From an optimization exercise on the open Yosys and OpenROAD flow, aimed at small area and a short achievable clock period; shortcuts taken in it are not production practice. At most, simulation tests tie the RTL to the original design; equivalence was not proved. No activity file was given, so power comes from the tool's default toggle rates.

cedar:
## cpu2
module cpu2(
    input clk, rst_n,
    output hlt,
    output [15:0] pc,
    output [15:0] imem_addr,
    input [15:0] imem_data,
    output [15:0] dmem_addr,
    output [15:0] dmem_wdata,
    output dmem_we,
    input [15:0] dmem_rdata
);
    reg [15:0] pc_r;
    reg [15:0] if_inst, if_pc;
    reg [15:0] ex_inst, ex_pc, ex_rd1, ex_rd2;
    reg        ex_rfw, ex_stall, ex_flush;
    reg        ex_sub, ex_bimm;                    
    reg        ex_s1x, ex_s1m, ex_s1r, ex_s2x, ex_s2m, ex_s2r;
    reg        ex_spc;
    reg        ex_btk, ex_brtk;                    
    reg [2:0]  flags;
    reg        mem_rfw, mem_dmw, mem_mtr, mem_hlt, mem_m3;
    reg [3:0]  mem_wr;
    reg [15:0] mem_res, mem_sd;
    reg        wb_hlt;
    reg [15:0] wb_data;
    wire [3:0] ex_op    = ex_inst[15:12];
    wire [3:0] ex_wr    = ex_inst[11:8];
    wire       ex_is_ld = (ex_op == 4'h8);
    wire       ex_is_st = (ex_op == 4'h9);
    wire       ex_br    = ex_op[3] & ex_op[2];           
    wire [3:0] ex_rr2   = ex_is_st ? ex_inst[11:8] : ex_inst[3:0];
    wire       ex_flagset = ex_rfw & ~ex_op[3] & ~(ex_op[1] & ex_op[0]);
    wire [15:0] id_inst = ex_flush ? 16'h0000 : if_inst;
    wire [15:0] id_pc   = if_pc;
    wire [3:0]  op      = id_inst[15:12];
    wire id_is_st  = (op == 4'h9);
    wire id_lb0    = op[3] & ~op[2] & op[1];             
    wire id_is_b   = (op == 4'hC);
    wire id_is_br  = (op == 4'hD);
    wire id_is_hlt = (op == 4'hF);
    wire id_rfw    = ~(id_is_st | id_is_b | id_is_br | id_is_hlt);
    wire [3:0] rr1 = id_lb0 ? id_inst[11:8] : id_inst[7:4];
    wire [3:0] rr2 = id_is_st ? id_inst[11:8] : id_inst[3:0];
    wire stall = (ex_is_ld & ((ex_wr == rr1) | (ex_wr == rr2))) |
                 ((id_is_b | id_is_br) & ex_flagset);
    wire f1x = id_rfw & (rr1 == ex_wr);
    wire f1m = id_rfw & (rr1 == mem_wr);
    wire f2x = id_rfw & (rr2 == ex_wr);
    wire f2m = id_rfw & (rr2 == mem_wr);
    reg cond;
    always @(*) begin
        case (id_inst[11:9])
            3'b000: cond = ~flags[0];
            3'b001: cond = flags[0];
            3'b010: cond = ~flags[0] & ~flags[2];
            3'b011: cond = flags[2];
            3'b100: cond = flags[0] | ~flags[2];
            3'b101: cond = flags[2] | flags[0];
            3'b110: cond = flags[1];
            default: cond = 1'b1;
        endcase
  ...
Size in the first run: ~440 flip-flops, about 0.023 sq mm of cells after synthesis.
Settings: LEC_CHECK=0, CAP_MARGIN=20, CORE_MARGIN=2, CORE_UTILIZATION=65, PLACE_DENSITY=0.72, SLEW_MARGIN=20; clock period 11.0 ns.
standard.sh (not shown) runs the stock make flow with config.mk's settings and CLKGATE_MAP_FILE= SYNTH_SCRIPT=/design/flow/synth_recipe.tcl, a recipe that flattens the netlist after the stock synthesis.
==> flow/flow/run.sh <==
#!/bin/bash
# The standard layout (standard synthesis, floorplan, placement, CTS,
# routing) with these changes to how the layout is made; the clock period and
# constraints are the design's own:
#  - repair_timing aims for SETUP_SLACK_MARGIN ns of setup slack
#  - CTS builds from clkbuf_4/clkbuf_8 in clusters of up to 12 sinks, without
#    dummy loads
#  - every input and output port still gets its own buffer (buf_1)
#  - after placement, flow/fix_rst.tcl moves the dmem_we gate's rst_n input
#    from the first buffer of the reset tree onto the rst_n port buffer's net
set -euo pipefail
ARGS=(
  SETUP_SLACK_MARGIN=6.4
  "CTS_ARGS=-sink_clustering_enable -repair_clock_nets -dont_use_dummy_load -sink_clustering_size 12 -sink_clustering_max_diameter 70 -buf_list {sky130_fd_sc_hd__clkbuf_4 sky130_fd_sc_hd__clkbuf_8}"
  "BUFFER_PORTS_ARGS=-buffer_cell sky130_fd_sc_hd__buf_1"
)
bash standard.sh "${ARGS[@]}" place > standard_flow_place.log 2>&1
PLACE_ODB=orfs/results/${FLOW_PLATFORM}/cpu2/base/3_place.odb \
  openroad -no_init -exit flow/fix_rst.tcl > fix_rst.log 2>&1
bash standard.sh "${ARGS[@]}" finish > standard_flow_finish.log 2>&1
Other scripts of this flow, unchanged in this note and not shown: flow/flow/fix_rst.tcl
cedar finished every stage and its layout cleared the timing, DRC and antenna checks.
## Diff of input files: sierra against cedar
--- a/flow/flow/run.sh
+++ b/flow/flow/run.sh
@@ -11,5 +11,5 @@
 set -euo pipefail
 ARGS=(
-  SETUP_SLACK_MARGIN=6.4
+  SETUP_SLACK_MARGIN=6.5
   "CTS_ARGS=-sink_clustering_enable -repair_clock_nets -dont_use_dummy_load -sink_clustering_size 12 -sink_clustering_max_diameter 70 -buf_list {sky130_fd_sc_hd__clkbuf_4 sky130_fd_sc_hd__clkbuf_8}"
   "BUFFER_PORTS_ARGS=-buffer_cell sky130_fd_sc_hd__buf_1"
### Flow results
sierra: complete, dirty (capacitance limit, slew limit). Compared to cedar, sierra has worst hold slack 0.011 ns higher. Compared cedar against sierra; fraction of area in clock buffers and inverters within noise. Per the comparison of sierra with cedar, met2 demand-to-capacity share in global routing grew by 5.6 points, area growth from synthesis to layout grew by 0.41 points. sierra vs. cedar: global-route wire length before repair went up; post-layout total power rose 2.1%; wire length moved up; part of the total power dissipated in the clock network rose 0.3 points.
What quartz does differently from sierra at the input level:
--- a/flow/flow/run.sh
+++ b/flow/flow/run.sh
@@ -11,5 +11,5 @@
 set -euo pipefail
 ARGS=(
-  SETUP_SLACK_MARGIN=6.5
+  SETUP_SLACK_MARGIN=6.35
   "CTS_ARGS=-sink_clustering_enable -repair_clock_nets -dont_use_dummy_load -sink_clustering_size 12 -sink_clustering_max_diameter 70 -buf_list {sky130_fd_sc_hd__clkbuf_4 sky130_fd_sc_hd__clkbuf_8}"
   "BUFFER_PORTS_ARGS=-buffer_cell sky130_fd_sc_hd__buf_1"
### Flow results
quartz | stages: all done | timing, DRC, antenna: all pass
Taking sierra as the reference, in quartz number of inserted diodes went down 2; violation count after the first detailed-route iteration went down by 390.
On final period utilization, quartz and sierra are neck and neck.
quartz does better than sierra on shortest period the worst path allows.
Cell area power density of quartz falls short of that of sierra slightly.
Route | quartz vs sierra | wire shorter in quartz
The lower design area came out of quartz.
From sierra to quartz the numbers moved as follows: sequential share of cell area now larger, number of instances in the placed design roughly the same, maximum frequency flat.

========
cpu2, a different RTL version from the one above (not shown whole).
Size in the first run: roughly 440 flip-flops.
export LEC_CHECK = 0
export CAP_MARGIN = 20
export CORE_MARGIN = 2
export CORE_UTILIZATION = 65
export PLACE_DENSITY = 0.72
export SLEW_MARGIN = 20
create_clock -name core_clock -period 11.0 [get_ports {clk}]
==> flow/flow/run.sh <==
#!/bin/bash
# The standard layout (standard synthesis, floorplan, placement, CTS,
# routing) with these changes to how the layout is made; the clock period and
# constraints are the design's own:
#  - repair_timing aims for SETUP_SLACK_MARGIN ns of setup slack
#  - CTS builds from clkbuf_4/clkbuf_8 in clusters of up to 12 sinks, without
#    dummy loads
#  - every input and output port still gets its own buffer (buf_1)
#  - after placement, flow/fix_rst.tcl moves the dmem_we gate's rst_n input
#    from the first buffer of the reset tree onto the rst_n port buffer's net
set -euo pipefail
ARGS=(
  SETUP_SLACK_MARGIN=6.15
  "CTS_ARGS=-sink_clustering_enable -repair_clock_nets -dont_use_dummy_load -sink_clustering_size 12 -sink_clustering_max_diameter 70 -buf_list {sky130_fd_sc_hd__clkbuf_4 sky130_fd_sc_hd__clkbuf_8}"
  "BUFFER_PORTS_ARGS=-buffer_cell sky130_fd_sc_hd__buf_1"
)
bash standard.sh "${ARGS[@]}" place > standard_flow_place.log 2>&1
PLACE_ODB=orfs/results/${FLOW_PLATFORM}/cpu2/base/3_place.odb \
  openroad -no_init -exit flow/fix_rst.tcl > fix_rst.log 2>&1
bash standard.sh "${ARGS[@]}" finish > standard_flow_finish.log 2>&1
Other scripts of this flow, unchanged in this note and not shown: flow/flow/fix_rst.tcl
The first run completed with no timing, DRC or antenna violations.
Then changed:
--- a/flow/flow/run.sh
+++ b/flow/flow/run.sh
@@ -11,5 +11,5 @@
 set -euo pipefail
 ARGS=(
-  SETUP_SLACK_MARGIN=6.15
+  SETUP_SLACK_MARGIN=6.3
   "CTS_ARGS=-sink_clustering_enable -repair_clock_nets -dont_use_dummy_load -sink_clustering_size 12 -sink_clustering_max_diameter 70 -buf_list {sky130_fd_sc_hd__clkbuf_4 sky130_fd_sc_hd__clkbuf_8}"
   "BUFFER_PORTS_ARGS=-buffer_cell sky130_fd_sc_hd__buf_1"
What happened: Die area stays the same. Non-clock buffer count grows by 8. Total power rose by about 1.3%. Clock skew went down by 49 ps. Core utilization increases by 0.47 points. Critical path depth decreases by 17. Sequential cell count is unchanged. Final cell count hardly moves. Routed wire length goes up by 1.9%. First-iteration DRC count is lower by 2.0%. Global-route usage came out higher by 1.1 points.
Then changed:
--- a/flow/flow/run.sh
+++ b/flow/flow/run.sh
@@ -11,5 +11,5 @@
 set -euo pipefail
 ARGS=(
-  SETUP_SLACK_MARGIN=6.3
+  SETUP_SLACK_MARGIN=6.45
   "CTS_ARGS=-sink_clustering_enable -repair_clock_nets -dont_use_dummy_load -sink_clustering_size 12 -sink_clustering_max_diameter 70 -buf_list {sky130_fd_sc_hd__clkbuf_4 sky130_fd_sc_hd__clkbuf_8}"
   "BUFFER_PORTS_ARGS=-buffer_cell sky130_fd_sc_hd__buf_1"
What happened:
- fmax is about the same
- non-clock buffer count climbs by 14
- sequential power barely changes
- design area goes up slightly
- combinational power is about the same
- wire length stays flat
- via count climbs slightly
- final cell count grows slightly
- die area does not change
- register-to-register slack improves by 90 ps

========
Setup of v6:
cpu2, a different RTL version from the one above (not shown whole).
Size: ~2400 cells after synthesis, ~450 flip-flops, roughly 100 I/O pins, ~25000 um^2 of cells after synthesis.
Design cpu2, start of the top module:
module cpu2(
    input clk, rst_n,
    output hlt,
    output [15:0] pc,
    output [15:0] imem_addr,
    input [15:0] imem_data,
    output [15:0] dmem_addr,
    output [15:0] dmem_wdata,
    output dmem_we,
    input [15:0] dmem_rdata
);
==> flow/config.mk <==
export PLATFORM = sky130hd
export DESIGN_NAME = cpu2
export DESIGN_NICKNAME = cpu2
export VERILOG_FILES = /design/flow/design.v
export SDC_FILE = /design/flow/constraint.sdc
export NUM_CORES = 4
export LEC_CHECK = 0
export CAP_MARGIN = 20
export CORE_MARGIN = 2
export CORE_UTILIZATION = 55
export PLACE_DENSITY = 0.65
export SLEW_MARGIN = 20
==> flow/constraint.sdc <==
create_clock -name core_clock -period 11.0 [get_ports {clk}]
set_input_delay 2.2000 -clock core_clock [delete_from_list [all_inputs] [get_ports {clk}]]
set_output_delay 2.2000 -clock core_clock [all_outputs]
set_load 0.01 [all_outputs]
==> flow/flow/run.sh <==
#!/bin/bash
# The standard layout (standard synthesis, floorplan, placement, CTS,
# routing) with only the timing-repair target tightened: repair_timing aims
# for SETUP_SLACK_MARGIN ns of setup slack at the design's own clock period
# and constraints, which are not changed.
set -euo pipefail
bash standard.sh SETUP_SLACK_MARGIN=6.1 finish > standard_flow.log 2>&1
Relative to v6, the following input files were edited for v7:
# v6
export LEC_CHECK = 0
export CAP_MARGIN = 20
export CORE_MARGIN = 2
export CORE_UTILIZATION = 55
export PLACE_DENSITY = 0.65
export SLEW_MARGIN = 20
create_clock -name core_clock -period 11.0 [get_ports {clk}]
# v7
export LEC_CHECK = 0
export CAP_MARGIN = 20
export CORE_MARGIN = 2
export CORE_UTILIZATION = 55
export PLACE_DENSITY = 0.65
export SETUP_SLACK_MARGIN = 5
export SLEW_MARGIN = 20
create_clock -name core_clock -period 11.0 [get_ports {clk}]
==> flow/run.sh (new file) <==
#!/bin/bash
# synth_recipe.tcl (not shown) runs the flow's synth.tcl, then flattens the netlist and writes it again
# the make line also repeats each setting of config.mk as NAME=value (left out here)
make -C /OpenROAD-flow-scripts/flow DESIGN_CONFIG=/design/flow/config.mk WORK_HOME=/design/flow/orfs CLKGATE_MAP_FILE= SYNTH_SCRIPT=/design/flow/synth_recipe.tcl finish
removed: flow/flow/run.sh
removed: flow/standard.sh
[summary]
Looking at detailed-router iteration count before antenna repair, v7 sits 2 higher than v6 does. Non-clock buffer count shrinks by a few percent when moving from v6 to v7. v7 gives less count of cells along the worst register-to-register path than v6 did. Relative to v6, clock skew has increased by 0.0097 ns in v7. Post-cts gate resize count delta for v7 relative to v6: 8 lower. When v7 is set beside v6, its final-layout clock buffer total turns out to be 9.1% larger. On count of nets after finishing, v6 and v7 are basically level. A highest-delay cell along the critical path of sky130_fd_sc_hd__clkdlybuf4s15_2 is what v6 shows, while sky130_fd_sc_hd__clkdlybuf4s50_1 belongs to v7. v7 ended up with a higher time the worst path needs with I/O delays and setup than v6 did. Summary — weighted congestion at the end of routability-driven global placement, v7 relative to v6: lower, by about 3%. Between v7 and v6, the sequential cell count of the final layout does not differ in any meaningful way.
No functional check of the RTL was part of any run of this note.

-- separate check: timing with driven ports --
In the flow no input, the clock included, has a driving cell. The finished layouts below were timed again as built, in two steps. Step 1 assumes that a clkbuf_16 drives the clock port and a buf_2 every other input. Step 2 adds t to the input delays and takes it off the output delays; t is the mean of the earliest and latest rising clock arrival at the registers after step 1. Input paths then give back, and output paths get back, about the clock's delay inside the block. Three values: no drivers, after step 1, after step 2; two values: the first two.
run	t, ns	setup slack, ns	worst setup path after step 2	clock arrival spread, ns	cell pins on the clock port's net
cedar	0.686	6.266 / 6.233 / 6.233	input to output	0.086 / 0.086	1
sierra	0.700	6.254 / 6.214 / 6.214	input to register	0.137 / 0.138	1
quartz	0.688	6.265 / 6.233 / 6.233	input to output	0.091 / 0.091	1
the first run of note 2	0.699	6.175 / 6.175 / 6.175	register to register	0.097 / 0.096	1
the second run of note 2	0.692	6.258 / 6.087 / 5.916	input to register	0.045 / 0.045	1
the third run of note 2	0.676	6.260 / 6.220 / 6.183	input to register	0.069 / 0.069	1
v6	0.661	6.131 / 6.057 / 6.057	input to output	0.022 / 0.023	1
v7	0.653	5.443 / 5.419 / 5.419	input to output	0.031 / 0.031	1
The setup slack of the second run of note 2, which loses most, moves by -0.171 ns with the drivers and by -0.342 ns with both steps.
